This is an optimization exercise on Yosys and OpenROAD, whose aim is small area, a short achievable clock period and few clock cycles, not a production implementation.
RTL that was checked went through simulation tests only; none was proved equivalent to the original.
For run 2, only the layout was checked, not whether the RTL still works.

==> flow/design.v (outline; a module is shown in full before it is edited, if it fits) <==
// module dual_port_RAM_0: 14 lines
// module row_pass: 227 lines
// module col_pass: 236 lines
// module M2: 272 lines
module M2 (
	input  logic        Clock_50,
	input  logic        Resetn,
	input  logic [15:0] SRAM_read_data,
	input  logic        M2_start,
	output logic        SRAM_we_n,
	output logic        M2_done,
	output logic [15:0] SRAM_write_data,
	output logic [17:0] SRAM_address
);
  // ...
==> flow/flow/run.sh <==
#!/bin/bash
# The standard layout, with timing repair aiming at 8.15 ns of setup slack
# instead of 0.  The clock period and constraints are the standard flow's.
set -euo pipefail
bash standard.sh SETUP_SLACK_MARGIN=8.15 finish > standard.log 2>&1
==> flow/standard.sh <==
#!/bin/bash
# synth_recipe.tcl (not shown) runs the flow's synth.tcl, then flattens the netlist and writes it again
# the make line also repeats each setting of config.mk as NAME=value (left out here)
make -C /OpenROAD-flow-scripts/flow DESIGN_CONFIG=/design/flow/config.mk WORK_HOME=/design/flow/orfs CLKGATE_MAP_FILE= SYNTH_SCRIPT=/design/flow/synth_recipe.tcl "${@:-finish}"
==> flow/config.mk <==
export PLATFORM = sky130hd
export DESIGN_NAME = M2
export DESIGN_NICKNAME = M2
export VERILOG_FILES = /design/flow/design.v
export SDC_FILE = /design/flow/constraint.sdc
export NUM_CORES = 8
export LEC_CHECK = 0
export CAP_MARGIN = 20
export CORE_MARGIN = 2
export CORE_UTILIZATION = 45
export CTS_CLUSTER_DIAMETER = 60
export CTS_CLUSTER_SIZE = 35
export SLEW_MARGIN = 20
export SYNTH_MEMORY_MAX_BITS = 4096
==> flow/constraint.sdc <==
create_clock -name core_clock -period 12.0 [get_ports {Clock_50}]
set_input_delay 2.4000 -clock core_clock [delete_from_list [all_inputs] [get_ports {Clock_50}]]
set_output_delay 2.4000 -clock core_clock [all_outputs]
set_load 0.01 [all_outputs]
==> flow_metrics.py, run 1 <==
metrics = {
    "timing": {
        "drv_slew": 0,
        "fin_crit_ns": 3.900,
        "slew_headroom": 0.2140,
        "fin_skew_ns": 0.1039,
        "setup_viol": 0,
        "fin_ws_ns": 8.100,
    },
    "finish": {
        "seq_area_um2": 75470,
        "top_register": "tbuf.mem",
        "bufAreaShareNonClock": 0.01283,
    },
    "setup_path": {
        "rrSetupSlack_ns": 8.19,
        "cp_slowest_cell": "edfxtp_1",
        "path_depth": 1,
        "cp-endpoint": "SRAM_address[4]",
    },
    "placed_design": {
        "dp_cells": 14510,
        "port_buffers": 54,
    },
    "clock_tree": {
        "cts-root-buf": "clkbuf_16",
        "cts_hold_buf": 0,
        "cts_num_sinks": 2935,
    },
    "logic_synthesis": {
        "synth_compound_area_frac": 0.06608,
        "ys_ff_latch": 2935,
        "ys.flop_type": "edfxtp_1",
    },
    "floorplan": {
        "start_util": 0.4519,
        "die_w_um": 568.7,
        "dieArea_um2": 323400,
    },
    "worst_hold_path": {
        "hold_path_class": "reg2reg",
    },
    "detailed_routing": {
        "routed_wl_um": 378800,
    },
    "grt": {
        "grt_first_pass_wirelength_um": 565800,
    },
    "outcome": {
        "outcome": "timing/DRC/antenna clean",
    },
}
Testbench counts, summed over its fixed seeds: cycles 1,383,204.
==> module row_pass, before the edit <==
module row_pass (input logic clk, input logic [15:0] x, input logic [17:0] x3, input logic [3:0] p0,
  output logic [29:0] ra0, ra1, ra2, ra3, rb0, rb1, rb2, rb3);
function automatic logic [59:0] csa(input logic [29:0] a, b, c);
  logic [29:0] s, cy; s = a ^ b ^ c; cy = ((a & b) | (a & c) | (b & c)) << 1; csa = {s, cy};
endfunction
function automatic logic [29:0] add30(input logic [29:0] a, b, input logic ci);
  logic [29:0] g, p, G, P, Gn, Pn;
  g = a & b; p = a ^ b; g[0] = g[0] | (p[0] & ci); G = g; P = p;
  Gn = G; Pn = P;
  Gn[1] = G[1] | (P[1] & G[0]); Pn[1] = P[1] & P[0];
  Gn[3] = G[3] | (P[3] & G[2]); Pn[3] = P[3] & P[2];
  Gn[5] = G[5] | (P[5] & G[4]); Pn[5] = P[5] & P[4];
  Gn[7] = G[7] | (P[7] & G[6]); Pn[7] = P[7] & P[6];
  Gn[9] = G[9] | (P[9] & G[8]); Pn[9] = P[9] & P[8];
  Gn[11] = G[11] | (P[11] & G[10]); Pn[11] = P[11] & P[10];
  Gn[13] = G[13] | (P[13] & G[12]); Pn[13] = P[13] & P[12];
  Gn[15] = G[15] | (P[15] & G[14]); Pn[15] = P[15] & P[14];
  Gn[17] = G[17] | (P[17] & G[16]); Pn[17] = P[17] & P[16];
  Gn[19] = G[19] | (P[19] & G[18]); Pn[19] = P[19] & P[18];
  Gn[21] = G[21] | (P[21] & G[20]); Pn[21] = P[21] & P[20];
  Gn[23] = G[23] | (P[23] & G[22]); Pn[23] = P[23] & P[22];
  Gn[25] = G[25] | (P[25] & G[24]); Pn[25] = P[25] & P[24];
  Gn[27] = G[27] | (P[27] & G[26]); Pn[27] = P[27] & P[26];
  Gn[29] = G[29] | (P[29] & G[28]); Pn[29] = P[29] & P[28];
  G = Gn; P = Pn;
  Gn = G; Pn = P;
  Gn[2] = G[2] | (P[2] & G[1]); Pn[2] = P[2] & P[1];
  Gn[3] = G[3] | (P[3] & G[1]); Pn[3] = P[3] & P[1];
  Gn[6] = G[6] | (P[6] & G[5]); Pn[6] = P[6] & P[5];
  Gn[7] = G[7] | (P[7] & G[5]); Pn[7] = P[7] & P[5];
  Gn[10] = G[10] | (P[10] & G[9]); Pn[10] = P[10] & P[9];
  Gn[11] = G[11] | (P[11] & G[9]); Pn[11] = P[11] & P[9];
  Gn[14] = G[14] | (P[14] & G[13]); Pn[14] = P[14] & P[13];
  Gn[15] = G[15] | (P[15] & G[13]); Pn[15] = P[15] & P[13];
  Gn[18] = G[18] | (P[18] & G[17]); Pn[18] = P[18] & P[17];
  Gn[19] = G[19] | (P[19] & G[17]); Pn[19] = P[19] & P[17];
  Gn[22] = G[22] | (P[22] & G[21]); Pn[22] = P[22] & P[21];
  Gn[23] = G[23] | (P[23] & G[21]); Pn[23] = P[23] & P[21];
  Gn[26] = G[26] | (P[26] & G[25]); Pn[26] = P[26] & P[25];
  Gn[27] = G[27] | (P[27] & G[25]); Pn[27] = P[27] & P[25];
  G = Gn; P = Pn;
  Gn = G; Pn = P;
  Gn[4] = G[4] | (P[4] & G[3]); Pn[4] = P[4] & P[3];
  Gn[5] = G[5] | (P[5] & G[3]); Pn[5] = P[5] & P[3];
  Gn[6] = G[6] | (P[6] & G[3]); Pn[6] = P[6] & P[3];
  Gn[7] = G[7] | (P[7] & G[3]); Pn[7] = P[7] & P[3];
  Gn[12] = G[12] | (P[12] & G[11]); Pn[12] = P[12] & P[11];
  Gn[13] = G[13] | (P[13] & G[11]); Pn[13] = P[13] & P[11];
  Gn[14] = G[14] | (P[14] & G[11]); Pn[14] = P[14] & P[11];
  Gn[15] = G[15] | (P[15] & G[11]); Pn[15] = P[15] & P[11];
  Gn[20] = G[20] | (P[20] & G[19]); Pn[20] = P[20] & P[19];
  Gn[21] = G[21] | (P[21] & G[19]); Pn[21] = P[21] & P[19];
  Gn[22] = G[22] | (P[22] & G[19]); Pn[22] = P[22] & P[19];
  Gn[23] = G[23] | (P[23] & G[19]); Pn[23] = P[23] & P[19];
  Gn[28] = G[28] | (P[28] & G[27]); Pn[28] = P[28] & P[27];
  Gn[29] = G[29] | (P[29] & G[27]); Pn[29] = P[29] & P[27];
  G = Gn; P = Pn;
  Gn = G; Pn = P;
  Gn[8] = G[8] | (P[8] & G[7]); Pn[8] = P[8] & P[7];
  Gn[9] = G[9] | (P[9] & G[7]); Pn[9] = P[9] & P[7];
  Gn[10] = G[10] | (P[10] & G[7]); Pn[10] = P[10] & P[7];
  Gn[11] = G[11] | (P[11] & G[7]); Pn[11] = P[11] & P[7];
  Gn[12] = G[12] | (P[12] & G[7]); Pn[12] = P[12] & P[7];
  Gn[13] = G[13] | (P[13] & G[7]); Pn[13] = P[13] & P[7];
  Gn[14] = G[14] | (P[14] & G[7]); Pn[14] = P[14] & P[7];
  Gn[15] = G[15] | (P[15] & G[7]); Pn[15] = P[15] & P[7];
  Gn[24] = G[24] | (P[24] & G[23]); Pn[24] = P[24] & P[23];
  Gn[25] = G[25] | (P[25] & G[23]); Pn[25] = P[25] & P[23];
  Gn[26] = G[26] | (P[26] & G[23]); Pn[26] = P[26] & P[23];
  Gn[27] = G[27] | (P[27] & G[23]); Pn[27] = P[27] & P[23];
  Gn[28] = G[28] | (P[28] & G[23]); Pn[28] = P[28] & P[23];
  Gn[29] = G[29] | (P[29] & G[23]); Pn[29] = P[29] & P[23];
  G = Gn; P = Pn;
  Gn = G; Pn = P;
  Gn[16] = G[16] | (P[16] & G[15]); Pn[16] = P[16] & P[15];
  Gn[17] = G[17] | (P[17] & G[15]); Pn[17] = P[17] & P[15];
  Gn[18] = G[18] | (P[18] & G[15]); Pn[18] = P[18] & P[15];
  Gn[19] = G[19] | (P[19] & G[15]); Pn[19] = P[19] & P[15];
  Gn[20] = G[20] | (P[20] & G[15]); Pn[20] = P[20] & P[15];
  Gn[21] = G[21] | (P[21] & G[15]); Pn[21] = P[21] & P[15];
  Gn[22] = G[22] | (P[22] & G[15]); Pn[22] = P[22] & P[15];
  Gn[23] = G[23] | (P[23] & G[15]); Pn[23] = P[23] & P[15];
  Gn[24] = G[24] | (P[24] & G[15]); Pn[24] = P[24] & P[15];
  Gn[25] = G[25] | (P[25] & G[15]); Pn[25] = P[25] & P[15];
  Gn[26] = G[26] | (P[26] & G[15]); Pn[26] = P[26] & P[15];
  Gn[27] = G[27] | (P[27] & G[15]); Pn[27] = P[27] & P[15];
  Gn[28] = G[28] | (P[28] & G[15]); Pn[28] = P[28] & P[15];
  Gn[29] = G[29] | (P[29] & G[15]); Pn[29] = P[29] & P[15];
  G = Gn; P = Pn;
  add30 = p ^ {G[28:0], ci};
endfunction
logic [1:0] sel0; logic sg0;
always_ff @(posedge clk) case (p0)
  4'd0: begin sel0 <= 2'd0; sg0 <= 1'b0; end
  4'd1: begin sel0 <= 2'd0; sg0 <= 1'b1; end
  4'd3: begin sel0 <= 2'd0; sg0 <= 1'b1; end
  4'd4: begin sel0 <= 2'd1; sg0 <= 1'b0; end
  4'd6: begin sel0 <= 2'd0; sg0 <= 1'b1; end
  4'd7: begin sel0 <= 2'd1; sg0 <= 1'b1; end
  4'd9: begin sel0 <= 2'd2; sg0 <= 1'b0; end
  4'd10: begin sel0 <= 2'd2; sg0 <= 1'b0; end
  default: begin sel0 <= 2'd3; sg0 <= 1'b0; end
endcase
logic [15:0] yu0; assign yu0 = (x ^ {16{sg0}}) ^ {1'b1, 15'd0};
logic [17:0] zu0; assign zu0 = (x3 ^ {18{sg0}}) ^ {1'b1, 17'd0};
logic [29:0] r0 [0:3];
assign r0[0] = (sel0==2'd0 ? (30'({yu0, 3'd0})) : sel0==2'd1 ? (30'({~zu0, 2'd0})) : sel0==2'd2 ? (30'({yu0, 3'd0})) : 30'd0);
assign r0[1] = (sel0==2'd0 ? (30'({yu0, 11'd0})) : sel0==2'd1 ? (30'({yu0, 11'd0})) : sel0==2'd2 ? (30'({yu0, 11'd0})) : 30'd0);
assign r0[2] = (sel0==2'd0 ? (30'({~zu0, 4'd0})) : sel0==2'd1 ? (30'({~zu0, 4'd0})) : sel0==2'd2 ? (30'({~yu0, 9'd0})) : 30'd0);
assign r0[3] = (sel0==2'd0 ? 30'd0 : sel0==2'd1 ? (30'({~zu0, 5'd0})) : sel0==2'd2 ? (30'({~zu0, 5'd0})) : 30'd0);
logic [29:0] t0_0s, t0_0c; assign {t0_0s, t0_0c} = csa(r0[0], r0[1], r0[2]);
logic [29:0] t0_1s, t0_1c; assign {t0_1s, t0_1c} = csa(t0_0s, t0_0c, r0[3]);
logic [29:0] ps0, pc0; always_ff @(posedge clk) begin ps0 <= t0_1s; pc0 <= t0_1c; end
logic [1:0] sel1; logic sg1;
always_ff @(posedge clk) case (p0)
  4'd0: begin sel1 <= 2'd0; sg1 <= 1'b0; end
  4'd1: begin sel1 <= 2'd0; sg1 <= 1'b0; end
  4'd3: begin sel1 <= 2'd0; sg1 <= 1'b0; end
  4'd4: begin sel1 <= 2'd1; sg1 <= 1'b0; end
  4'd6: begin sel1 <= 2'd0; sg1 <= 1'b0; end
  4'd7: begin sel1 <= 2'd1; sg1 <= 1'b1; end
  4'd9: begin sel1 <= 2'd2; sg1 <= 1'b0; end
  4'd10: begin sel1 <= 2'd2; sg1 <= 1'b1; end
  default: begin sel1 <= 2'd3; sg1 <= 1'b0; end
endcase
logic [15:0] yu1; assign yu1 = (x ^ {16{sg1}}) ^ {1'b1, 15'd0};
logic [17:0] zu1; assign zu1 = (x3 ^ {18{sg1}}) ^ {1'b1, 17'd0};
logic [29:0] r1 [0:3];
assign r1[0] = (sel1==2'd0 ? (30'({yu1, 10'd0})) : sel1==2'd1 ? (30'({yu1, 3'd0})) : sel1==2'd2 ? (30'({yu1, 3'd0})) : 30'd0);
assign r1[1] = (sel1==2'd0 ? (30'({zu1, 1'd0})) : sel1==2'd1 ? (30'({zu1, 1'd0})) : sel1==2'd2 ? (30'({zu1, 8'd0})) : 30'd0);
assign r1[2] = (sel1==2'd0 ? (30'({zu1, 8'd0})) : sel1==2'd1 ? (30'({zu1, 8'd0})) : sel1==2'd2 ? (30'({zu1, 8'd0})) : 30'd0);
assign r1[3] = (sel1==2'd0 ? (30'({~zu1, 5'd0})) : sel1==2'd1 ? (30'(yu1)) : sel1==2'd2 ? (30'({~zu1, 5'd0})) : 30'd0);
logic [29:0] t1_0s, t1_0c; assign {t1_0s, t1_0c} = csa(r1[0], r1[1], r1[2]);
logic [29:0] t1_1s, t1_1c; assign {t1_1s, t1_1c} = csa(t1_0s, t1_0c, r1[3]);
logic [29:0] ps1, pc1; always_ff @(posedge clk) begin ps1 <= t1_1s; pc1 <= t1_1c; end
logic [1:0] sel2; logic sg2;
always_ff @(posedge clk) case (p0)
  4'd0: begin sel2 <= 2'd0; sg2 <= 1'b0; end
  4'd1: begin sel2 <= 2'd0; sg2 <= 1'b1; end
  4'd3: begin sel2 <= 2'd0; sg2 <= 1'b0; end
  4'd4: begin sel2 <= 2'd1; sg2 <= 1'b1; end
  4'd6: begin sel2 <= 2'd0; sg2 <= 1'b1; end
  4'd7: begin sel2 <= 2'd1; sg2 <= 1'b0; end
  4'd9: begin sel2 <= 2'd2; sg2 <= 1'b0; end
  4'd10: begin sel2 <= 2'd2; sg2 <= 1'b1; end
  default: begin sel2 <= 2'd3; sg2 <= 1'b0; end
endcase
logic [15:0] yu2; assign yu2 = (x ^ {16{sg2}}) ^ {1'b1, 15'd0};
logic [17:0] zu2; assign zu2 = (x3 ^ {18{sg2}}) ^ {1'b1, 17'd0};
logic [29:0] r2 [0:3];
assign r2[0] = (sel2==2'd0 ? (30'(yu2)) : sel2==2'd1 ? ({14'd0, ~yu2}) : sel2==2'd2 ? (30'({zu2, 3'd0})) : 30'd0);
assign r2[1] = (sel2==2'd0 ? (30'({yu2, 4'd0})) : sel2==2'd1 ? (30'({yu2, 4'd0})) : sel2==2'd2 ? (30'({yu2, 4'd0})) : 30'd0);
assign r2[2] = (sel2==2'd0 ? (30'({yu2, 10'd0})) : sel2==2'd1 ? (30'({yu2, 10'd0})) : sel2==2'd2 ? (30'({yu2, 10'd0})) : 30'd0);
assign r2[3] = (sel2==2'd0 ? (30'({zu2, 5'd0})) : sel2==2'd1 ? (30'({~yu2, 8'd0})) : sel2==2'd2 ? (30'({zu2, 7'd0})) : 30'd0);
logic [29:0] t2_0s, t2_0c; assign {t2_0s, t2_0c} = csa(r2[0], r2[1], r2[2]);
logic [29:0] t2_1s, t2_1c; assign {t2_1s, t2_1c} = csa(t2_0s, t2_0c, r2[3]);
logic [29:0] ps2, pc2; always_ff @(posedge clk) begin ps2 <= t2_1s; pc2 <= t2_1c; end
logic [1:0] sel3; logic sg3;
always_ff @(posedge clk) case (p0)
  4'd0: begin sel3 <= 2'd0; sg3 <= 1'b0; end
  4'd1: begin sel3 <= 2'd0; sg3 <= 1'b1; end
  4'd3: begin sel3 <= 2'd0; sg3 <= 1'b0; end
  4'd4: begin sel3 <= 2'd1; sg3 <= 1'b1; end
  4'd6: begin sel3 <= 2'd0; sg3 <= 1'b0; end
  4'd7: begin sel3 <= 2'd1; sg3 <= 1'b0; end
  4'd9: begin sel3 <= 2'd2; sg3 <= 1'b0; end
  4'd10: begin sel3 <= 2'd2; sg3 <= 1'b0; end
  default: begin sel3 <= 2'd3; sg3 <= 1'b0; end
endcase
logic [15:0] yu3; assign yu3 = (x ^ {16{sg3}}) ^ {1'b1, 15'd0};
logic [17:0] zu3; assign zu3 = (x3 ^ {18{sg3}}) ^ {1'b1, 17'd0};
logic [29:0] r3 [0:3];
assign r3[0] = (sel3==2'd0 ? (30'({yu3, 4'd0})) : sel3==2'd1 ? (30'({~yu3, 5'd0})) : sel3==2'd2 ? (30'({yu3, 4'd0})) : 30'd0);
assign r3[1] = (sel3==2'd0 ? ({14'd0, ~yu3}) : sel3==2'd1 ? (30'({yu3, 2'd0})) : sel3==2'd2 ? (30'({zu3, 3'd0})) : 30'd0);
assign r3[2] = (sel3==2'd0 ? (30'({zu3, 7'd0})) : sel3==2'd1 ? (30'({zu3, 7'd0})) : sel3==2'd2 ? (30'({zu3, 7'd0})) : 30'd0);
assign r3[3] = (sel3==2'd0 ? 30'd0 : sel3==2'd1 ? (30'({zu3, 9'd0})) : sel3==2'd2 ? (30'({yu3, 10'd0})) : 30'd0);
logic [29:0] t3_0s, t3_0c; assign {t3_0s, t3_0c} = csa(r3[0], r3[1], r3[2]);
logic [29:0] t3_1s, t3_1c; assign {t3_1s, t3_1c} = csa(t3_0s, t3_0c, r3[3]);
logic [29:0] ps3, pc3; always_ff @(posedge clk) begin ps3 <= t3_1s; pc3 <= t3_1c; end
logic [3:0] p1; always_ff @(posedge clk) p1 <= p0;
logic xb, ld; always_ff @(posedge clk) begin ld <= (p1 == 4'd11); case (p1)
  4'd1: xb <= 1'b1;
  4'd2: xb <= 1'b1;
  4'd3: xb <= 1'b1;
  4'd5: xb <= 1'b1;
  4'd6: xb <= 1'b1;
  4'd11: xb <= 1'b1;
  default: xb <= 1'b0;
endcase end
logic [29:0] ra [0:3]; logic [29:0] rb [0:3];
logic [29:0] ua0p, ua0s, ua0c;
assign ua0p = ra[2];
assign ua0s = ua0p ^ ps0 ^ pc0; assign ua0c = {((ua0p & ps0) | (ua0p & pc0) | (ps0 & pc0)), 1'b0};
always_ff @(posedge clk) ra[0] <= ld ? 30'd665229697 : add30(ua0s, ua0c, 1'b0);
logic [29:0] ub0p, ub0s, ub0c;
assign ub0p = rb[2];
assign ub0s = ub0p ^ ps0 ^ pc0; assign ub0c = {((ub0p & ps0) | (ub0p & pc0) | (ps0 & pc0)), 1'b0};
always_ff @(posedge clk) rb[0] <= ld ? 30'd15171664 : (add30(ub0s, ub0c, 1'b0) ^ {30{xb}});
logic [29:0] ua1p, ua1s, ua1c;
assign ua1p = ra[0];
assign ua1s = ua1p ^ ps1 ^ pc1; assign ua1c = {((ua1p & ps1) | (ua1p & pc1) | (ps1 & pc1)), 1'b0};
always_ff @(posedge clk) ra[1] <= ld ? 30'd617648649 : add30(ua1s, ua1c, 1'b0);
logic [29:0] ub1p, ub1s, ub1c;
assign ub1p = rb[0];
assign ub1s = ub1p ^ ps1 ^ pc1; assign ub1c = {((ub1p & ps1) | (ub1p & pc1) | (ps1 & pc1)), 1'b0};
always_ff @(posedge clk) rb[1] <= ld ? 30'd62752426 : (add30(ub1s, ub1c, 1'b0) ^ {30{xb}});
logic [29:0] ua2p, ua2s, ua2c;
assign ua2p = ra[3];
assign ua2s = ua2p ^ ps2 ^ pc2; assign ua2c = {((ua2p & ps2) | (ua2p & pc2) | (ps2 & pc2)), 1'b0};
always_ff @(posedge clk) ra[2] <= ld ? 30'd637174150 : add30(ua2s, ua2c, 1'b0);
logic [29:0] ub2p, ub2s, ub2c;
assign ub2p = rb[3];
assign ub2s = ub2p ^ ps2 ^ pc2; assign ub2c = {((ub2p & ps2) | (ub2p & pc2) | (ps2 & pc2)), 1'b0};
always_ff @(posedge clk) rb[2] <= ld ? 30'd43220699 : (add30(ub2s, ub2c, 1'b0) ^ {30{xb}});
logic [29:0] ua3p, ua3s, ua3c;
assign ua3p = ra[1];
assign ua3s = ua3p ^ ps3 ^ pc3; assign ua3c = {((ua3p & ps3) | (ua3p & pc3) | (ps3 & pc3)), 1'b0};
always_ff @(posedge clk) ra[3] <= ld ? 30'd589598849 : add30(ua3s, ua3c, 1'b0);
logic [29:0] ub3p, ub3s, ub3c;
assign ub3p = rb[1];
assign ub3s = ub3p ^ ps3 ^ pc3; assign ub3c = {((ub3p & ps3) | (ub3p & pc3) | (ps3 & pc3)), 1'b0};
always_ff @(posedge clk) rb[3] <= ld ? 30'd90800080 : (add30(ub3s, ub3c, 1'b0) ^ {30{xb}});
assign ra0 = ra[0]; assign rb0 = rb[0];
assign ra1 = ra[1]; assign rb1 = rb[1];
assign ra2 = ra[2]; assign rb2 = rb[2];
assign ra3 = ra[3]; assign rb3 = rb[3];
endmodule
==> module col_pass, before the edit <==
module col_pass (input logic clk, input logic [21:0] x, input logic [23:0] x3, input logic [3:0] p0,
  output logic [31:0] ra0, ra1, ra2, ra3, rb0, rb1, rb2, rb3);
function automatic logic [63:0] csa(input logic [31:0] a, b, c);
  logic [31:0] s, cy; s = a ^ b ^ c; cy = ((a & b) | (a & c) | (b & c)) << 1; csa = {s, cy};
endfunction
function automatic logic [31:0] add32(input logic [31:0] a, b, input logic ci);
  logic [31:0] g, p, G, P, Gn, Pn;
  g = a & b; p = a ^ b; g[0] = g[0] | (p[0] & ci); G = g; P = p;
  Gn = G; Pn = P;
  Gn[1] = G[1] | (P[1] & G[0]); Pn[1] = P[1] & P[0];
  Gn[3] = G[3] | (P[3] & G[2]); Pn[3] = P[3] & P[2];
  Gn[5] = G[5] | (P[5] & G[4]); Pn[5] = P[5] & P[4];
  Gn[7] = G[7] | (P[7] & G[6]); Pn[7] = P[7] & P[6];
  Gn[9] = G[9] | (P[9] & G[8]); Pn[9] = P[9] & P[8];
  Gn[11] = G[11] | (P[11] & G[10]); Pn[11] = P[11] & P[10];
  Gn[13] = G[13] | (P[13] & G[12]); Pn[13] = P[13] & P[12];
  Gn[15] = G[15] | (P[15] & G[14]); Pn[15] = P[15] & P[14];
  Gn[17] = G[17] | (P[17] & G[16]); Pn[17] = P[17] & P[16];
  Gn[19] = G[19] | (P[19] & G[18]); Pn[19] = P[19] & P[18];
  Gn[21] = G[21] | (P[21] & G[20]); Pn[21] = P[21] & P[20];
  Gn[23] = G[23] | (P[23] & G[22]); Pn[23] = P[23] & P[22];
  Gn[25] = G[25] | (P[25] & G[24]); Pn[25] = P[25] & P[24];
  Gn[27] = G[27] | (P[27] & G[26]); Pn[27] = P[27] & P[26];
  Gn[29] = G[29] | (P[29] & G[28]); Pn[29] = P[29] & P[28];
  Gn[31] = G[31] | (P[31] & G[30]); Pn[31] = P[31] & P[30];
  G = Gn; P = Pn;
  Gn = G; Pn = P;
  Gn[2] = G[2] | (P[2] & G[1]); Pn[2] = P[2] & P[1];
  Gn[3] = G[3] | (P[3] & G[1]); Pn[3] = P[3] & P[1];
  Gn[6] = G[6] | (P[6] & G[5]); Pn[6] = P[6] & P[5];
  Gn[7] = G[7] | (P[7] & G[5]); Pn[7] = P[7] & P[5];
  Gn[10] = G[10] | (P[10] & G[9]); Pn[10] = P[10] & P[9];
  Gn[11] = G[11] | (P[11] & G[9]); Pn[11] = P[11] & P[9];
  Gn[14] = G[14] | (P[14] & G[13]); Pn[14] = P[14] & P[13];
  Gn[15] = G[15] | (P[15] & G[13]); Pn[15] = P[15] & P[13];
  Gn[18] = G[18] | (P[18] & G[17]); Pn[18] = P[18] & P[17];
  Gn[19] = G[19] | (P[19] & G[17]); Pn[19] = P[19] & P[17];
  Gn[22] = G[22] | (P[22] & G[21]); Pn[22] = P[22] & P[21];
  Gn[23] = G[23] | (P[23] & G[21]); Pn[23] = P[23] & P[21];
  Gn[26] = G[26] | (P[26] & G[25]); Pn[26] = P[26] & P[25];
  Gn[27] = G[27] | (P[27] & G[25]); Pn[27] = P[27] & P[25];
  Gn[30] = G[30] | (P[30] & G[29]); Pn[30] = P[30] & P[29];
  Gn[31] = G[31] | (P[31] & G[29]); Pn[31] = P[31] & P[29];
  G = Gn; P = Pn;
  Gn = G; Pn = P;
  Gn[4] = G[4] | (P[4] & G[3]); Pn[4] = P[4] & P[3];
  Gn[5] = G[5] | (P[5] & G[3]); Pn[5] = P[5] & P[3];
  Gn[6] = G[6] | (P[6] & G[3]); Pn[6] = P[6] & P[3];
  Gn[7] = G[7] | (P[7] & G[3]); Pn[7] = P[7] & P[3];
  Gn[12] = G[12] | (P[12] & G[11]); Pn[12] = P[12] & P[11];
  Gn[13] = G[13] | (P[13] & G[11]); Pn[13] = P[13] & P[11];
  Gn[14] = G[14] | (P[14] & G[11]); Pn[14] = P[14] & P[11];
  Gn[15] = G[15] | (P[15] & G[11]); Pn[15] = P[15] & P[11];
  Gn[20] = G[20] | (P[20] & G[19]); Pn[20] = P[20] & P[19];
  Gn[21] = G[21] | (P[21] & G[19]); Pn[21] = P[21] & P[19];
  Gn[22] = G[22] | (P[22] & G[19]); Pn[22] = P[22] & P[19];
  Gn[23] = G[23] | (P[23] & G[19]); Pn[23] = P[23] & P[19];
  Gn[28] = G[28] | (P[28] & G[27]); Pn[28] = P[28] & P[27];
  Gn[29] = G[29] | (P[29] & G[27]); Pn[29] = P[29] & P[27];
  Gn[30] = G[30] | (P[30] & G[27]); Pn[30] = P[30] & P[27];
  Gn[31] = G[31] | (P[31] & G[27]); Pn[31] = P[31] & P[27];
  G = Gn; P = Pn;
  Gn = G; Pn = P;
  Gn[8] = G[8] | (P[8] & G[7]); Pn[8] = P[8] & P[7];
  Gn[9] = G[9] | (P[9] & G[7]); Pn[9] = P[9] & P[7];
  Gn[10] = G[10] | (P[10] & G[7]); Pn[10] = P[10] & P[7];
  Gn[11] = G[11] | (P[11] & G[7]); Pn[11] = P[11] & P[7];
  Gn[12] = G[12] | (P[12] & G[7]); Pn[12] = P[12] & P[7];
  Gn[13] = G[13] | (P[13] & G[7]); Pn[13] = P[13] & P[7];
  Gn[14] = G[14] | (P[14] & G[7]); Pn[14] = P[14] & P[7];
  Gn[15] = G[15] | (P[15] & G[7]); Pn[15] = P[15] & P[7];
  Gn[24] = G[24] | (P[24] & G[23]); Pn[24] = P[24] & P[23];
  Gn[25] = G[25] | (P[25] & G[23]); Pn[25] = P[25] & P[23];
  Gn[26] = G[26] | (P[26] & G[23]); Pn[26] = P[26] & P[23];
  Gn[27] = G[27] | (P[27] & G[23]); Pn[27] = P[27] & P[23];
  Gn[28] = G[28] | (P[28] & G[23]); Pn[28] = P[28] & P[23];
  Gn[29] = G[29] | (P[29] & G[23]); Pn[29] = P[29] & P[23];
  Gn[30] = G[30] | (P[30] & G[23]); Pn[30] = P[30] & P[23];
  Gn[31] = G[31] | (P[31] & G[23]); Pn[31] = P[31] & P[23];
  G = Gn; P = Pn;
  Gn = G; Pn = P;
  Gn[16] = G[16] | (P[16] & G[15]); Pn[16] = P[16] & P[15];
  Gn[17] = G[17] | (P[17] & G[15]); Pn[17] = P[17] & P[15];
  Gn[18] = G[18] | (P[18] & G[15]); Pn[18] = P[18] & P[15];
  Gn[19] = G[19] | (P[19] & G[15]); Pn[19] = P[19] & P[15];
  Gn[20] = G[20] | (P[20] & G[15]); Pn[20] = P[20] & P[15];
  Gn[21] = G[21] | (P[21] & G[15]); Pn[21] = P[21] & P[15];
  Gn[22] = G[22] | (P[22] & G[15]); Pn[22] = P[22] & P[15];
  Gn[23] = G[23] | (P[23] & G[15]); Pn[23] = P[23] & P[15];
  Gn[24] = G[24] | (P[24] & G[15]); Pn[24] = P[24] & P[15];
  Gn[25] = G[25] | (P[25] & G[15]); Pn[25] = P[25] & P[15];
  Gn[26] = G[26] | (P[26] & G[15]); Pn[26] = P[26] & P[15];
  Gn[27] = G[27] | (P[27] & G[15]); Pn[27] = P[27] & P[15];
  Gn[28] = G[28] | (P[28] & G[15]); Pn[28] = P[28] & P[15];
  Gn[29] = G[29] | (P[29] & G[15]); Pn[29] = P[29] & P[15];
  Gn[30] = G[30] | (P[30] & G[15]); Pn[30] = P[30] & P[15];
  Gn[31] = G[31] | (P[31] & G[15]); Pn[31] = P[31] & P[15];
  G = Gn; P = Pn;
  add32 = p ^ {G[30:0], ci};
endfunction
logic [1:0] sel0; logic sg0;
always_ff @(posedge clk) case (p0)
  4'd0: begin sel0 <= 2'd0; sg0 <= 1'b0; end
  4'd1: begin sel0 <= 2'd0; sg0 <= 1'b1; end
  4'd3: begin sel0 <= 2'd0; sg0 <= 1'b1; end
  4'd4: begin sel0 <= 2'd1; sg0 <= 1'b0; end
  4'd6: begin sel0 <= 2'd0; sg0 <= 1'b1; end
  4'd7: begin sel0 <= 2'd1; sg0 <= 1'b1; end
  4'd9: begin sel0 <= 2'd2; sg0 <= 1'b0; end
  4'd10: begin sel0 <= 2'd2; sg0 <= 1'b0; end
  default: begin sel0 <= 2'd3; sg0 <= 1'b0; end
endcase
logic [21:0] yu0; assign yu0 = (x ^ {22{sg0}}) ^ {1'b1, 21'd0};
logic [23:0] zu0; assign zu0 = (x3 ^ {24{sg0}}) ^ {1'b1, 23'd0};
logic [31:0] r0 [0:3];
assign r0[0] = (sel0==2'd0 ? (32'({yu0, 3'd0})) : sel0==2'd1 ? (32'({~zu0, 2'd0})) : sel0==2'd2 ? (32'({yu0, 3'd0})) : 32'd0);
assign r0[1] = (sel0==2'd0 ? (32'({yu0, 11'd0})) : sel0==2'd1 ? (32'({yu0, 11'd0})) : sel0==2'd2 ? (32'({yu0, 11'd0})) : 32'd0);
assign r0[2] = (sel0==2'd0 ? (32'({~zu0, 4'd0})) : sel0==2'd1 ? (32'({~zu0, 4'd0})) : sel0==2'd2 ? (32'({~yu0, 9'd0})) : 32'd0);
assign r0[3] = (sel0==2'd0 ? 32'd0 : sel0==2'd1 ? (32'({~zu0, 5'd0})) : sel0==2'd2 ? (32'({~zu0, 5'd0})) : 32'd0);
logic [31:0] t0_0s, t0_0c; assign {t0_0s, t0_0c} = csa(r0[0], r0[1], r0[2]);
logic [31:0] t0_1s, t0_1c; assign {t0_1s, t0_1c} = csa(t0_0s, t0_0c, r0[3]);
logic [31:0] ps0, pc0; always_ff @(posedge clk) begin ps0 <= t0_1s; pc0 <= t0_1c; end
logic [1:0] sel1; logic sg1;
always_ff @(posedge clk) case (p0)
  4'd0: begin sel1 <= 2'd0; sg1 <= 1'b0; end
  4'd1: begin sel1 <= 2'd0; sg1 <= 1'b0; end
  4'd3: begin sel1 <= 2'd0; sg1 <= 1'b0; end
  4'd4: begin sel1 <= 2'd1; sg1 <= 1'b0; end
  4'd6: begin sel1 <= 2'd0; sg1 <= 1'b0; end
  4'd7: begin sel1 <= 2'd1; sg1 <= 1'b1; end
  4'd9: begin sel1 <= 2'd2; sg1 <= 1'b0; end
  4'd10: begin sel1 <= 2'd2; sg1 <= 1'b1; end
  default: begin sel1 <= 2'd3; sg1 <= 1'b0; end
endcase
logic [21:0] yu1; assign yu1 = (x ^ {22{sg1}}) ^ {1'b1, 21'd0};
logic [23:0] zu1; assign zu1 = (x3 ^ {24{sg1}}) ^ {1'b1, 23'd0};
logic [31:0] r1 [0:3];
assign r1[0] = (sel1==2'd0 ? (32'({yu1, 10'd0})) : sel1==2'd1 ? (32'({yu1, 3'd0})) : sel1==2'd2 ? (32'({yu1, 3'd0})) : 32'd0);
assign r1[1] = (sel1==2'd0 ? (32'({zu1, 1'd0})) : sel1==2'd1 ? (32'({zu1, 1'd0})) : sel1==2'd2 ? (32'({zu1, 8'd0})) : 32'd0);
assign r1[2] = (sel1==2'd0 ? (32'({zu1, 8'd0})) : sel1==2'd1 ? (32'({zu1, 8'd0})) : sel1==2'd2 ? (32'({zu1, 8'd0})) : 32'd0);
assign r1[3] = (sel1==2'd0 ? (32'({~zu1, 5'd0})) : sel1==2'd1 ? (32'(yu1)) : sel1==2'd2 ? (32'({~zu1, 5'd0})) : 32'd0);
logic [31:0] t1_0s, t1_0c; assign {t1_0s, t1_0c} = csa(r1[0], r1[1], r1[2]);
logic [31:0] t1_1s, t1_1c; assign {t1_1s, t1_1c} = csa(t1_0s, t1_0c, r1[3]);
logic [31:0] ps1, pc1; always_ff @(posedge clk) begin ps1 <= t1_1s; pc1 <= t1_1c; end
logic [1:0] sel2; logic sg2;
always_ff @(posedge clk) case (p0)
  4'd0: begin sel2 <= 2'd0; sg2 <= 1'b0; end
  4'd1: begin sel2 <= 2'd0; sg2 <= 1'b1; end
  4'd3: begin sel2 <= 2'd0; sg2 <= 1'b0; end
  4'd4: begin sel2 <= 2'd1; sg2 <= 1'b1; end
  4'd6: begin sel2 <= 2'd0; sg2 <= 1'b1; end
  4'd7: begin sel2 <= 2'd1; sg2 <= 1'b0; end
  4'd9: begin sel2 <= 2'd2; sg2 <= 1'b0; end
  4'd10: begin sel2 <= 2'd2; sg2 <= 1'b1; end
  default: begin sel2 <= 2'd3; sg2 <= 1'b0; end
endcase
logic [21:0] yu2; assign yu2 = (x ^ {22{sg2}}) ^ {1'b1, 21'd0};
logic [23:0] zu2; assign zu2 = (x3 ^ {24{sg2}}) ^ {1'b1, 23'd0};
logic [31:0] r2 [0:3];
assign r2[0] = (sel2==2'd0 ? (32'(yu2)) : sel2==2'd1 ? ({10'd0, ~yu2}) : sel2==2'd2 ? (32'({zu2, 3'd0})) : 32'd0);
assign r2[1] = (sel2==2'd0 ? (32'({yu2, 4'd0})) : sel2==2'd1 ? (32'({yu2, 4'd0})) : sel2==2'd2 ? (32'({yu2, 4'd0})) : 32'd0);
assign r2[2] = (sel2==2'd0 ? (32'({yu2, 10'd0})) : sel2==2'd1 ? (32'({yu2, 10'd0})) : sel2==2'd2 ? (32'({yu2, 10'd0})) : 32'd0);
assign r2[3] = (sel2==2'd0 ? (32'({zu2, 5'd0})) : sel2==2'd1 ? (32'({~yu2, 8'd0})) : sel2==2'd2 ? (32'({zu2, 7'd0})) : 32'd0);
logic [31:0] t2_0s, t2_0c; assign {t2_0s, t2_0c} = csa(r2[0], r2[1], r2[2]);
logic [31:0] t2_1s, t2_1c; assign {t2_1s, t2_1c} = csa(t2_0s, t2_0c, r2[3]);
logic [31:0] ps2, pc2; always_ff @(posedge clk) begin ps2 <= t2_1s; pc2 <= t2_1c; end
logic [1:0] sel3; logic sg3;
always_ff @(posedge clk) case (p0)
  4'd0: begin sel3 <= 2'd0; sg3 <= 1'b0; end
  4'd1: begin sel3 <= 2'd0; sg3 <= 1'b1; end
  4'd3: begin sel3 <= 2'd0; sg3 <= 1'b0; end
  4'd4: begin sel3 <= 2'd1; sg3 <= 1'b1; end
  4'd6: begin sel3 <= 2'd0; sg3 <= 1'b0; end
  4'd7: begin sel3 <= 2'd1; sg3 <= 1'b0; end
  4'd9: begin sel3 <= 2'd2; sg3 <= 1'b0; end
  4'd10: begin sel3 <= 2'd2; sg3 <= 1'b0; end
  default: begin sel3 <= 2'd3; sg3 <= 1'b0; end
endcase
logic [21:0] yu3; assign yu3 = (x ^ {22{sg3}}) ^ {1'b1, 21'd0};
logic [23:0] zu3; assign zu3 = (x3 ^ {24{sg3}}) ^ {1'b1, 23'd0};
logic [31:0] r3 [0:3];
assign r3[0] = (sel3==2'd0 ? (32'({yu3, 4'd0})) : sel3==2'd1 ? (32'({~yu3, 5'd0})) : sel3==2'd2 ? (32'({yu3, 4'd0})) : 32'd0);
assign r3[1] = (sel3==2'd0 ? ({10'd0, ~yu3}) : sel3==2'd1 ? (32'({yu3, 2'd0})) : sel3==2'd2 ? (32'({zu3, 3'd0})) : 32'd0);
assign r3[2] = (sel3==2'd0 ? (32'({zu3, 7'd0})) : sel3==2'd1 ? (32'({zu3, 7'd0})) : sel3==2'd2 ? (32'({zu3, 7'd0})) : 32'd0);
assign r3[3] = (sel3==2'd0 ? 32'd0 : sel3==2'd1 ? (32'({zu3, 9'd0})) : sel3==2'd2 ? (32'({yu3, 10'd0})) : 32'd0);
logic [31:0] t3_0s, t3_0c; assign {t3_0s, t3_0c} = csa(r3[0], r3[1], r3[2]);
logic [31:0] t3_1s, t3_1c; assign {t3_1s, t3_1c} = csa(t3_0s, t3_0c, r3[3]);
logic [31:0] ps3, pc3; always_ff @(posedge clk) begin ps3 <= t3_1s; pc3 <= t3_1c; end
logic [3:0] p1; always_ff @(posedge clk) p1 <= p0;
logic xb, ld; always_ff @(posedge clk) begin ld <= (p1 == 4'd11); case (p1)
  4'd1: xb <= 1'b1;
  4'd2: xb <= 1'b1;
  4'd3: xb <= 1'b1;
  4'd5: xb <= 1'b1;
  4'd6: xb <= 1'b1;
  4'd11: xb <= 1'b1;
  default: xb <= 1'b0;
endcase end
logic [31:0] ra [0:3]; logic [31:0] rb [0:3];
logic [31:0] ua0p, ua0s, ua0c;
assign ua0p = ra[2];
assign ua0s = ua0p ^ ps0 ^ pc0; assign ua0c = {((ua0p & ps0) | (ua0p & pc0) | (ps0 & pc0)), 1'b0};
always_ff @(posedge clk) ra[0] <= ld ? 32'd3919583617 : add32(ua0s, ua0c, 1'b0);
logic [31:0] ub0p, ub0s, ub0c;
assign ub0p = rb[2];
assign ub0s = ub0p ^ ps0 ^ pc0; assign ub0c = {((ub0p & ps0) | (ub0p & pc0) | (ps0 & pc0)), 1'b0};
always_ff @(posedge clk) rb[0] <= ld ? 32'd970981456 : (add32(ub0s, ub0c, 1'b0) ^ {32{xb}});
logic [31:0] ua1p, ua1s, ua1c;
assign ua1p = ra[0];
assign ua1s = ua1p ^ ps1 ^ pc1; assign ua1c = {((ua1p & ps1) | (ua1p & pc1) | (ps1 & pc1)), 1'b0};
always_ff @(posedge clk) ra[1] <= ld ? 32'd874517001 : add32(ua1s, ua1c, 1'b0);
logic [31:0] ub1p, ub1s, ub1c;
assign ub1p = rb[0];
assign ub1s = ub1p ^ ps1 ^ pc1; assign ub1c = {((ub1p & ps1) | (ub1p & pc1) | (ps1 & pc1)), 1'b0};
always_ff @(posedge clk) rb[1] <= ld ? 32'd4016047786 : (add32(ub1s, ub1c, 1'b0) ^ {32{xb}});
logic [31:0] ua2p, ua2s, ua2c;
assign ua2p = ra[3];
assign ua2s = ua2p ^ ps2 ^ pc2; assign ua2c = {((ua2p & ps2) | (ua2p & pc2) | (ps2 & pc2)), 1'b0};
always_ff @(posedge clk) ra[2] <= ld ? 32'd2124415366 : add32(ua2s, ua2c, 1'b0);
logic [31:0] ub2p, ub2s, ub2c;
assign ub2p = rb[3];
assign ub2s = ub2p ^ ps2 ^ pc2; assign ub2c = {((ub2p & ps2) | (ub2p & pc2) | (ps2 & pc2)), 1'b0};
always_ff @(posedge clk) rb[2] <= ld ? 32'd2766143195 : (add32(ub2s, ub2c, 1'b0) ^ {32{xb}});
logic [31:0] ua3p, ua3s, ua3c;
assign ua3p = ra[1];
assign ua3s = ua3p ^ ps3 ^ pc3; assign ua3c = {((ua3p & ps3) | (ua3p & pc3) | (ps3 & pc3)), 1'b0};
always_ff @(posedge clk) ra[3] <= ld ? 32'd3374321793 : add32(ua3s, ua3c, 1'b0);
logic [31:0] ub3p, ub3s, ub3c;
assign ub3p = rb[1];
assign ub3s = ub3p ^ ps3 ^ pc3; assign ub3c = {((ub3p & ps3) | (ub3p & pc3) | (ps3 & pc3)), 1'b0};
always_ff @(posedge clk) rb[3] <= ld ? 32'd1516240848 : (add32(ub3s, ub3c, 1'b0) ^ {32{xb}});
assign ra0 = ra[0]; assign rb0 = rb[0];
assign ra1 = ra[1]; assign rb1 = rb[1];
assign ra2 = ra[2]; assign rb2 = rb[2];
assign ra3 = ra[3]; assign rb3 = rb[3];
endmodule
==> run 2, diff against run 1 <==
--- a/flow/design.v
+++ b/flow/design.v
@@ -376,7 +376,7 @@
 assign r0[3] = (sel0==2'd0 ? 30'd0 : sel0==2'd1 ? (30'({~zu0, 5'd0})) : sel0==2'd2 ? (30'({~zu0, 5'd0})) : 30'd0);
 logic [29:0] t0_0s, t0_0c; assign {t0_0s, t0_0c} = csa(r0[0], r0[1], r0[2]);
 logic [29:0] t0_1s, t0_1c; assign {t0_1s, t0_1c} = csa(t0_0s, t0_0c, r0[3]);
-logic [29:0] ps0, pc0; always_ff @(posedge clk) begin ps0 <= t0_1s; pc0 <= t0_1c; end
+logic [29:0] ps0, pc0; assign ps0 = t0_1s; assign pc0 = t0_1c;
 logic [1:0] sel1; logic sg1;
 always_ff @(posedge clk) case (p0)
   4'd0: begin sel1 <= 2'd0; sg1 <= 1'b0; end
@@ -398,7 +398,7 @@
 assign r1[3] = (sel1==2'd0 ? (30'({~zu1, 5'd0})) : sel1==2'd1 ? (30'(yu1)) : sel1==2'd2 ? (30'({~zu1, 5'd0})) : 30'd0);
 logic [29:0] t1_0s, t1_0c; assign {t1_0s, t1_0c} = csa(r1[0], r1[1], r1[2]);
 logic [29:0] t1_1s, t1_1c; assign {t1_1s, t1_1c} = csa(t1_0s, t1_0c, r1[3]);
-logic [29:0] ps1, pc1; always_ff @(posedge clk) begin ps1 <= t1_1s; pc1 <= t1_1c; end
+logic [29:0] ps1, pc1; assign ps1 = t1_1s; assign pc1 = t1_1c;
 logic [1:0] sel2; logic sg2;
 always_ff @(posedge clk) case (p0)
   4'd0: begin sel2 <= 2'd0; sg2 <= 1'b0; end
@@ -420,7 +420,7 @@
 assign r2[3] = (sel2==2'd0 ? (30'({zu2, 5'd0})) : sel2==2'd1 ? (30'({~yu2, 8'd0})) : sel2==2'd2 ? (30'({zu2, 7'd0})) : 30'd0);
 logic [29:0] t2_0s, t2_0c; assign {t2_0s, t2_0c} = csa(r2[0], r2[1], r2[2]);
 logic [29:0] t2_1s, t2_1c; assign {t2_1s, t2_1c} = csa(t2_0s, t2_0c, r2[3]);
-logic [29:0] ps2, pc2; always_ff @(posedge clk) begin ps2 <= t2_1s; pc2 <= t2_1c; end
+logic [29:0] ps2, pc2; assign ps2 = t2_1s; assign pc2 = t2_1c;
 logic [1:0] sel3; logic sg3;
 always_ff @(posedge clk) case (p0)
   4'd0: begin sel3 <= 2'd0; sg3 <= 1'b0; end
@@ -442,8 +442,8 @@
 assign r3[3] = (sel3==2'd0 ? 30'd0 : sel3==2'd1 ? (30'({zu3, 9'd0})) : sel3==2'd2 ? (30'({yu3, 10'd0})) : 30'd0);
 logic [29:0] t3_0s, t3_0c; assign {t3_0s, t3_0c} = csa(r3[0], r3[1], r3[2]);
 logic [29:0] t3_1s, t3_1c; assign {t3_1s, t3_1c} = csa(t3_0s, t3_0c, r3[3]);
-logic [29:0] ps3, pc3; always_ff @(posedge clk) begin ps3 <= t3_1s; pc3 <= t3_1c; end
-logic [3:0] p1; always_ff @(posedge clk) p1 <= p0;
+logic [29:0] ps3, pc3; assign ps3 = t3_1s; assign pc3 = t3_1c;
+logic [3:0] p1; assign p1 = p0;
 logic xb, ld; always_ff @(posedge clk) begin ld <= (p1 == 4'd11); case (p1)
   4'd1: xb <= 1'b1;
   4'd2: xb <= 1'b1;
@@ -612,7 +612,7 @@
 assign r0[3] = (sel0==2'd0 ? 32'd0 : sel0==2'd1 ? (32'({~zu0, 5'd0})) : sel0==2'd2 ? (32'({~zu0, 5'd0})) : 32'd0);
 logic [31:0] t0_0s, t0_0c; assign {t0_0s, t0_0c} = csa(r0[0], r0[1], r0[2]);
 logic [31:0] t0_1s, t0_1c; assign {t0_1s, t0_1c} = csa(t0_0s, t0_0c, r0[3]);
-logic [31:0] ps0, pc0; always_ff @(posedge clk) begin ps0 <= t0_1s; pc0 <= t0_1c; end
+logic [31:0] ps0, pc0; assign ps0 = t0_1s; assign pc0 = t0_1c;
 logic [1:0] sel1; logic sg1;
 always_ff @(posedge clk) case (p0)
   4'd0: begin sel1 <= 2'd0; sg1 <= 1'b0; end
@@ -634,7 +634,7 @@
 assign r1[3] = (sel1==2'd0 ? (32'({~zu1, 5'd0})) : sel1==2'd1 ? (32'(yu1)) : sel1==2'd2 ? (32'({~zu1, 5'd0})) : 32'd0);
 logic [31:0] t1_0s, t1_0c; assign {t1_0s, t1_0c} = csa(r1[0], r1[1], r1[2]);
 logic [31:0] t1_1s, t1_1c; assign {t1_1s, t1_1c} = csa(t1_0s, t1_0c, r1[3]);
-logic [31:0] ps1, pc1; always_ff @(posedge clk) begin ps1 <= t1_1s; pc1 <= t1_1c; end
+logic [31:0] ps1, pc1; assign ps1 = t1_1s; assign pc1 = t1_1c;
 logic [1:0] sel2; logic sg2;
 always_ff @(posedge clk) case (p0)
   4'd0: begin sel2 <= 2'd0; sg2 <= 1'b0; end
@@ -656,7 +656,7 @@
 assign r2[3] = (sel2==2'd0 ? (32'({zu2, 5'd0})) : sel2==2'd1 ? (32'({~yu2, 8'd0})) : sel2==2'd2 ? (32'({zu2, 7'd0})) : 32'd0);
 logic [31:0] t2_0s, t2_0c; assign {t2_0s, t2_0c} = csa(r2[0], r2[1], r2[2]);
 logic [31:0] t2_1s, t2_1c; assign {t2_1s, t2_1c} = csa(t2_0s, t2_0c, r2[3]);
-logic [31:0] ps2, pc2; always_ff @(posedge clk) begin ps2 <= t2_1s; pc2 <= t2_1c; end
+logic [31:0] ps2, pc2; assign ps2 = t2_1s; assign pc2 = t2_1c;
 logic [1:0] sel3; logic sg3;
 always_ff @(posedge clk) case (p0)
   4'd0: begin sel3 <= 2'd0; sg3 <= 1'b0; end
@@ -678,8 +678,8 @@
 assign r3[3] = (sel3==2'd0 ? 32'd0 : sel3==2'd1 ? (32'({zu3, 9'd0})) : sel3==2'd2 ? (32'({yu3, 10'd0})) : 32'd0);
 logic [31:0] t3_0s, t3_0c; assign {t3_0s, t3_0c} = csa(r3[0], r3[1], r3[2]);
 logic [31:0] t3_1s, t3_1c; assign {t3_1s, t3_1c} = csa(t3_0s, t3_0c, r3[3]);
-logic [31:0] ps3, pc3; always_ff @(posedge clk) begin ps3 <= t3_1s; pc3 <= t3_1c; end
-logic [3:0] p1; always_ff @(posedge clk) p1 <= p0;
+logic [31:0] ps3, pc3; assign ps3 = t3_1s; assign pc3 = t3_1c;
+logic [3:0] p1; assign p1 = p0;
 logic xb, ld; always_ff @(posedge clk) begin ld <= (p1 == 4'd11); case (p1)
   4'd1: xb <= 1'b1;
   4'd2: xb <= 1'b1;
@@ -752,8 +752,6 @@
 	endcase
 endfunction
 logic        run;
-logic        wr;             
-assign SRAM_we_n = ~wr;
 logic [3:0]  q;              
 logic [3:0]  rp0;            
 logic [3:0]  cp0;            
@@ -784,8 +782,7 @@
 logic [16:0] winc;
 assign w_last_bc = (wpl == 2'd0) ? (wbc == 6'd39) : (wbc == 6'd19);
 always_comb begin
-	if (wk == 3'd3)                    winc = (wpl == 2'd0) ? -17'sd800 : -17'sd400;
-	else if (wk != 3'd7)               winc = (wpl == 2'd0) ? 17'd320 : 17'd160;
+	if (wk != 3'd7)                    winc = (wpl == 2'd0) ? 17'd160 : 17'd80;
 	else if (wp != 2'd3 || !w_last_bc) winc = (wpl == 2'd0) ? -17'sd1119 : -17'sd559;
 	else                               winc = 17'd1;
 end
@@ -802,10 +799,10 @@
 		q <= 4'd0; rp0 <= 4'd8; cp0 <= 4'd2; cp1 <= 4'd1; wslot <= 1'b0;
 		rowb <= 15'd9600; rk <= 3'd0; rbc <= 6'd0; rbr <= 5'd0; rpl <= 2'd0;
 		waddr <= 17'd0; wk <= 3'd0; wp <= 2'd0; wbc <= 6'd0; wbr <= 5'd0; wpl <= 2'd0;
-		wr <= 1'b0;
+		SRAM_address <= 18'd0; SRAM_we_n <= 1'b1; SRAM_write_data <= 16'd0;
 		M2_done <= 1'b0;
 	end else begin
-		wr <= 1'b0;
+		SRAM_we_n <= 1'b1;
 		if (!run) begin
 			if (M2_start && !M2_done) run <= 1'b1;
 		end else begin
@@ -813,6 +810,7 @@
 			wslot <= (q == 4'd1) || (q == 4'd4) || (q == 4'd7) || (q == 4'd10);
 			if (q_rd) begin
 				if (rd_on) begin
+					SRAM_address <= {rowb, nof(q)};
 					if (q == 4'd10) begin
 						rowb <= rowb + rinc;
 						rk <= rk + 3'd1;
@@ -831,7 +829,9 @@
 					end
 				end
 			end else if (wb_cnt != 4'd0) begin
-				wr <= 1'b1;
+				SRAM_address <= {1'b0, waddr};
+				SRAM_we_n <= 1'b0;
+				SRAM_write_data <= wb[0];
 				waddr <= waddr + winc;
 				wk <= wk + 3'd1;
 				if (wk == 3'd7) begin
@@ -856,15 +856,6 @@
 		end
 	end
 end
-always_ff @(posedge Clock_50) begin
-	if (run) begin
-		if (q_rd) SRAM_address <= {rowb, nof(q)};
-		else begin
-			SRAM_address <= {1'b0, waddr};
-			SRAM_write_data <= wb[wk];
-		end
-	end
-end
 logic [15:0] xr, xr2;
 logic [17:0] xr3;            
 always_ff @(posedge Clock_50) begin
@@ -913,8 +904,8 @@
 logic        cp_on_n, cp_par_n;
 logic [2:0]  cp_m_n, cp_n_n;
 logic [5:0]  cp_addr;
-logic        cv1, cv2, col_done, col_odd;
-logic [2:0]  cm1, cm2;
+logic        cv1, col_done, col_odd;
+logic [2:0]  cm1;
 always_comb begin
 	cp_on_n = cp_on; cp_m_n = cp_m; cp_par_n = cp_par;
 	if (run && cp0 == 4'd11) begin
@@ -933,10 +924,10 @@
 		tw_we <= 1'b0; tw_i <= 3'd0; tw_k <= 3'd0; tw_par <= 1'b0; tw_addr <= 6'd0;
 		cp_on <= 1'b0; cp_pend <= 1'b0; cp_par <= 1'b0; cp_pend_par <= 1'b0; cp_m <= 3'd0;
 		cp_addr <= 6'd0;
-		cv1 <= 1'b0; cm1 <= 3'd0; cv2 <= 1'b0; cm2 <= 3'd0; col_done <= 1'b0; col_odd <= 1'b0;
+		cv1 <= 1'b0; cm1 <= 3'd0; col_done <= 1'b0; col_odd <= 1'b0;
 	end else begin
 		if (run && q == 4'd10) row_v <= rd_on;
-		row_end <= run && (q == 4'd4) && row_v;
+		row_end <= run && (q == 4'd3) && row_v;
 		if (row_end) begin
 			rp_k <= rp_k + 3'd1;
 			if (rp_k == 3'd7) rp_par <= ~rp_par;
@@ -953,9 +944,8 @@
 		cp_on <= cp_on_n; cp_m <= cp_m_n; cp_par <= cp_par_n;
 		cp_addr <= cp_par_n ? {cp_m_n, cp_n_n} : {cp_n_n, cp_m_n};
 		cv1 <= cp_on; cm1 <= cp_m;
-		cv2 <= cv1;   cm2 <= cm1;
-		col_done <= (q == 4'd11) && cv2;
-		col_odd <= cm2[0];
+		col_done <= (q == 4'd10) && cv1;
+		col_odd <= cm1[0];
 	end
 end
 logic [21:0] tb_rdata;
@@ -977,22 +967,21 @@
 	.ra0(cpa[0]), .ra1(cpa[1]), .ra2(cpa[2]), .ra3(cpa[3]),
 	.rb0(cpb[0]), .rb1(cpb[1]), .rb2(cpb[2]), .rb3(cpb[3])
 );
-logic [7:0] smp [0:7];
-always_comb begin
-	for (int c = 0; c < 4; c++) begin
-		smp[3 - c] = clip(cpa[c]);
-		smp[4 + c] = clip(cpb[c]);
-	end
-end
+logic [7:0] ev [0:7];
 always_ff @(posedge Clock_50) begin
 	if (col_done && !col_odd) begin
-		for (int j = 0; j < 4; j++) wb[j] <= {smp[2 * j], smp[2 * j + 1]};
+		for (int c = 0; c < 4; c++) begin
+			ev[3 - c] <= clip(cpa[c]);
+			ev[4 + c] <= clip(cpb[c]);
+		end
 	end
 	if (col_done && col_odd) begin
-		for (int j = 0; j < 4; j++) begin
-			wb[j]     <= {wb[j][15:8], smp[2 * j]};
-			wb[4 + j] <= {wb[j][7:0], smp[2 * j + 1]};
+		for (int c = 0; c < 4; c++) begin
+			wb[3 - c] <= {ev[3 - c], clip(cpa[c])};
+			wb[4 + c] <= {ev[4 + c], clip(cpb[c])};
 		end
+	end else if (do_write) begin
+		for (int j = 0; j < 7; j++) wb[j] <= wb[j + 1];
 	end
 end
 always_ff @(posedge Clock_50 or negedge Resetn) begin
==> flow/flow/run.sh (replaced) <==
#!/bin/bash
# The standard layout, with timing repair aiming at 8 ns of setup slack
# instead of 0.  The clock period and constraints are the standard flow's.
set -euo pipefail
bash standard.sh SETUP_SLACK_MARGIN=8 finish > standard.log 2>&1
--- a/flow/config.mk
+++ b/flow/config.mk
@@ -7,8 +7,8 @@
 export LEC_CHECK = 0
 export CAP_MARGIN = 20
 export CORE_MARGIN = 2
-export CORE_UTILIZATION = 45
-export CTS_CLUSTER_DIAMETER = 60
-export CTS_CLUSTER_SIZE = 35
+export CORE_UTILIZATION = 40
+export CTS_CLUSTER_DIAMETER = 70
+export CTS_CLUSTER_SIZE = 30
 export SLEW_MARGIN = 20
 export SYNTH_MEMORY_MAX_BITS = 4096
==> flow_metrics.py, run 2 <==
metrics = {
    "outcome": {
        "outcome": "timing/DRC/antenna clean",
    },
    "clock_tree": {
        "cts_buffers": 158,
        "htree_num_levels": 4,
        "cts-root-buf": "clkbuf_16",
        "cts_hold_buf": 0,
        "clk_path_buf_depth": 4,
        "cts_num_sinks": 2564,
        "cts_tree": "done",
        "clock_latency_ns": 0.92,
        "path_clk_slew_ns": 0.10,
    },
    "timing": {
        "slew_headroom": 0.2157,
        "drv_slew": 0,
        "fmax_mhz": 182.0,
        "fin_setup_tns_ns": 0,
        "worstMarginPinSlew_ns": 1.176,
        "hold_viol": 0,
        "rsz0062_at_grt": "true",
        "hold_ws_ns": 0.3609,
        "fin_skew_ns": 0.04569,
        "fin_crit_ns": 5.496,
        "setup_viol": 0,
        "finalCritPeriodShare": 0.4580,
    },
    "detailed_routing": {
        "wl_per_cell_um": 26.55,
        "drc": 0,
        "first_pass_iters": 10,
        "routed_wl_um": 438700,
        "drt_iter0_drc": 9864,
        "drt-vias-per-instance": 5.659,
        "num_vias": 93490,
        "ant_nets": 0,
    },
    "setup_path": {
        "worstSetupStartpointType": "register",
        "cp-end-kind": "register",
        "rrSetupSlack_ns": 6.50,
        "cp-endpoint": "cpass.ra[3][28]",
        "cp.required_ns": 12.80,
        "crit_type": "reg2reg",
        "worstPathMaxFanout": 6,
        "r2r_cells": 24,
        "r2r_end": "cpass.ra[3][28]",
        "arrival_ns": 6.30,
        "regToRegStartpoint": "cpass.sel1[1]",
        "startpoint": "cpass.sel1[1]",
    },
    "logic_synthesis": {
        "synth_edf_count": 1622,
        "ys_ff_latch": 2564,
        "synth_common_cells": "edfxtp_1, nor2_1, nand2_1, dfxtp_1, ha_1",
        "synth.distinct_cells": 94,
        "synth-warning-count": 26,
        "syn_inst": 11220,
        "yosysTopAreaCell": "edfxtp_1",
        "synth_fp_nets": 12660,
        "yosys.cell_count.top_type": "edfxtp_1",
        "synthTopCellsByArea": "edfxtp_1, dfxtp_1, fa_1, mux4_2, ha_1",
        "synth_top_area_frac": 0.3484,
        "async_reset_ff_frac": 0.06318,
        "ys.flop_type": "edfxtp_1",
        "yosysSeqAreaShare": 0.4892,
        "synth_area_um2": 139800,
        "syn_avg_cell_area_um2": 12.47,
    },
    "finish": {
        "largest_reg_flops": 1408,
        "num-fill-cells": 29760,
        "top_register": "tbuf.mem",
        "nNetsFinal": 13230,
        "area_delta_synth_final_pct": 21.80,
        "mostFrequentLayoutCell": "edfxtp_1",
        "largestRegisters": "tbuf.mem (1408), stg (176)",
        "post-route-util": 0.4884,
        "drive_gt1_frac": 0.2879,
        "final_cell_mix": "edfxtp_1, nand2_1, nor2_1",
    },
    "placed_design": {
        "place_congestion": 0.9545,
        "dp_hpwl_um": 281000,
        "port_buffers": 54,
    },
    "worst_hold_path": {
        "min_from": "cx[0]",
        "hold_path_class": "reg2reg",
    },
    "grt": {
        "antenna_found_initial": 18,
        "grt_first_pass_wirelength_um": 638500,
        "grt_pass1_vias": 95120,
        "overflow": 0,
        "grt_max_degree": 144,
        "grt_use_total": 0.2420,
    },
    "floorplan": {
        "die_w_um": 595.2,
        "core-area_um2": 348600,
        "die_h_um": 595.2,
        "num_rows": 217,
        "start_util": 0.4010,
        "ios": 55,
        "dieArea_um2": 354300,
    },
    "flow_run": {
        "maxCapViolations": 0,
    },
}
run 2: cell count changes in the layout (fill, tap and decap cells not counted), sizes merged, moves of 92 or more:
cell and delta:
nor2 +168, dfxtp -433, nand2b -170, a21oi +116, buf +700, inv +92, nand2 +488
run 2: timing repair:
item / CTS / global route
endpoints found under the setup margin: 538 / 418
hold endpoints to repair: 0 / 0
buffers inserted: 464 / 230
pin swaps: 580 / 609
gates resized for setup: 1453 / 610
gates cloned: 62 / 5
run 2: critical path: stages (launching register included):
cell      delay (ns)
dfxtp_4         0.44
buf_12          0.13
buf_12          0.15
nor2_4          0.07
buf_12          0.13
buf_12          0.13
buf_16          0.12
a211oi_2        0.20
a21oi_2         0.07
fa_2            0.40
fa_1            0.56
inv_2           0.07
buf_6           0.11
fa_1            0.50
inv_2           0.06
ha_4            0.26
a211oi_2        0.27
nand2_2         0.13
o221ai_4        0.32
a211oi_4        0.12
buf_12          0.16
or2_4           0.26
a211oi_4        0.29
o21bai_1        0.11
mux2_4          0.32
run 2: cell families after synthesis:
family	after synthesis	synth area share
AO/OA/AOI/OAI	1691	0.07716
XOR/XNOR	1058	0.06628
adder cells (fa/ha/maj)	1426	0.1654
buffers and inverters	1186	0.03192
flip-flops	2564	0.4892
multiplexers	657	0.08986
AND/OR/NAND/NOR	2633	0.08025
run 2: per-stage QoR:
stage	std cells	instance area (um2)	worst slack (ns)
floorplan	11220	142400	7.119
global placement	15460	147400	4.985
detailed placement	15470	147400	4.910
CTS	16280	165300	6.655
global route	16520	170300	6.450
finish	16520	170300	6.504
run 2: worst min path at each step:
stage	end	slack, ns	cells after the start
finish	cx3[0]	0.36	0
global route	cx3[0]	0.37	0
CTS	cx3[0]	0.36	0
detailed placement	cx3[0]	0.35	0
global placement	cx3[0]	0.35	0
floorplan	col_odd	0.33	0
run 2: per-layer routing:
metal,routed length (um),GRT usage,vias up
li1,-,-,40790
met4,19250,0.08299,6
met5,43,0.0001352,-
met2,200800,0.3845,3984
met1,182300,0.3310,47710
met3,36250,0.04808,1003
run 2: final cells by class:
class / count / area, um2 / share of cell area
Antenna cell: 7 / 17.52 / 0.0001029
Inverter: 599 / 2345 / 0.01377
Multi-Input combinational cell: 7473 / 76910 / 0.4517
Clock buffer: 179 / 4190 / 0.02461
Clock inverter: 108 / 1607 / 0.009435
Timing Repair inverter: 6 / 70.07 / 0.0004115
Tap cell: 4599 / 5754 / 0.03379
Sequential cell: 2564 / 68550 / 0.4026
Timing Repair Buffer: 986 / 10830 / 0.06361

-- re-timing with driven ports --
In the flow no input, the clock included, has a driving cell. The finished layouts below were timed again as built, in two steps. Step 1: set_driving_cell puts a clkbuf_16 on Clock_50 and a buf_2 on each other input, an assumption about the parent block. Step 2 moves the port delays by t, midway between the first and last clock arrival at a register: inputs arrive t later, outputs are due t later. That takes back most of the time a late clock gives input paths. Slacks: ideal / step 1 / step 2; pairs: ideal / step 1.
| run | t (ns) | slack for setup (ns) | hold WS [ns] | worst setup path after step 2 |
|---|---|---|---|---|
| run 1 | 1.016 | 8.100 / 7.999 / 8.190 | 0.353 / 0.353 / 0.353 | register to register |
| run 2 | 0.999 | 6.504 / 6.504 / 6.504 | 0.361 / 0.361 / 0.361 | register to register |
After both steps every run listed still meets setup and hold.
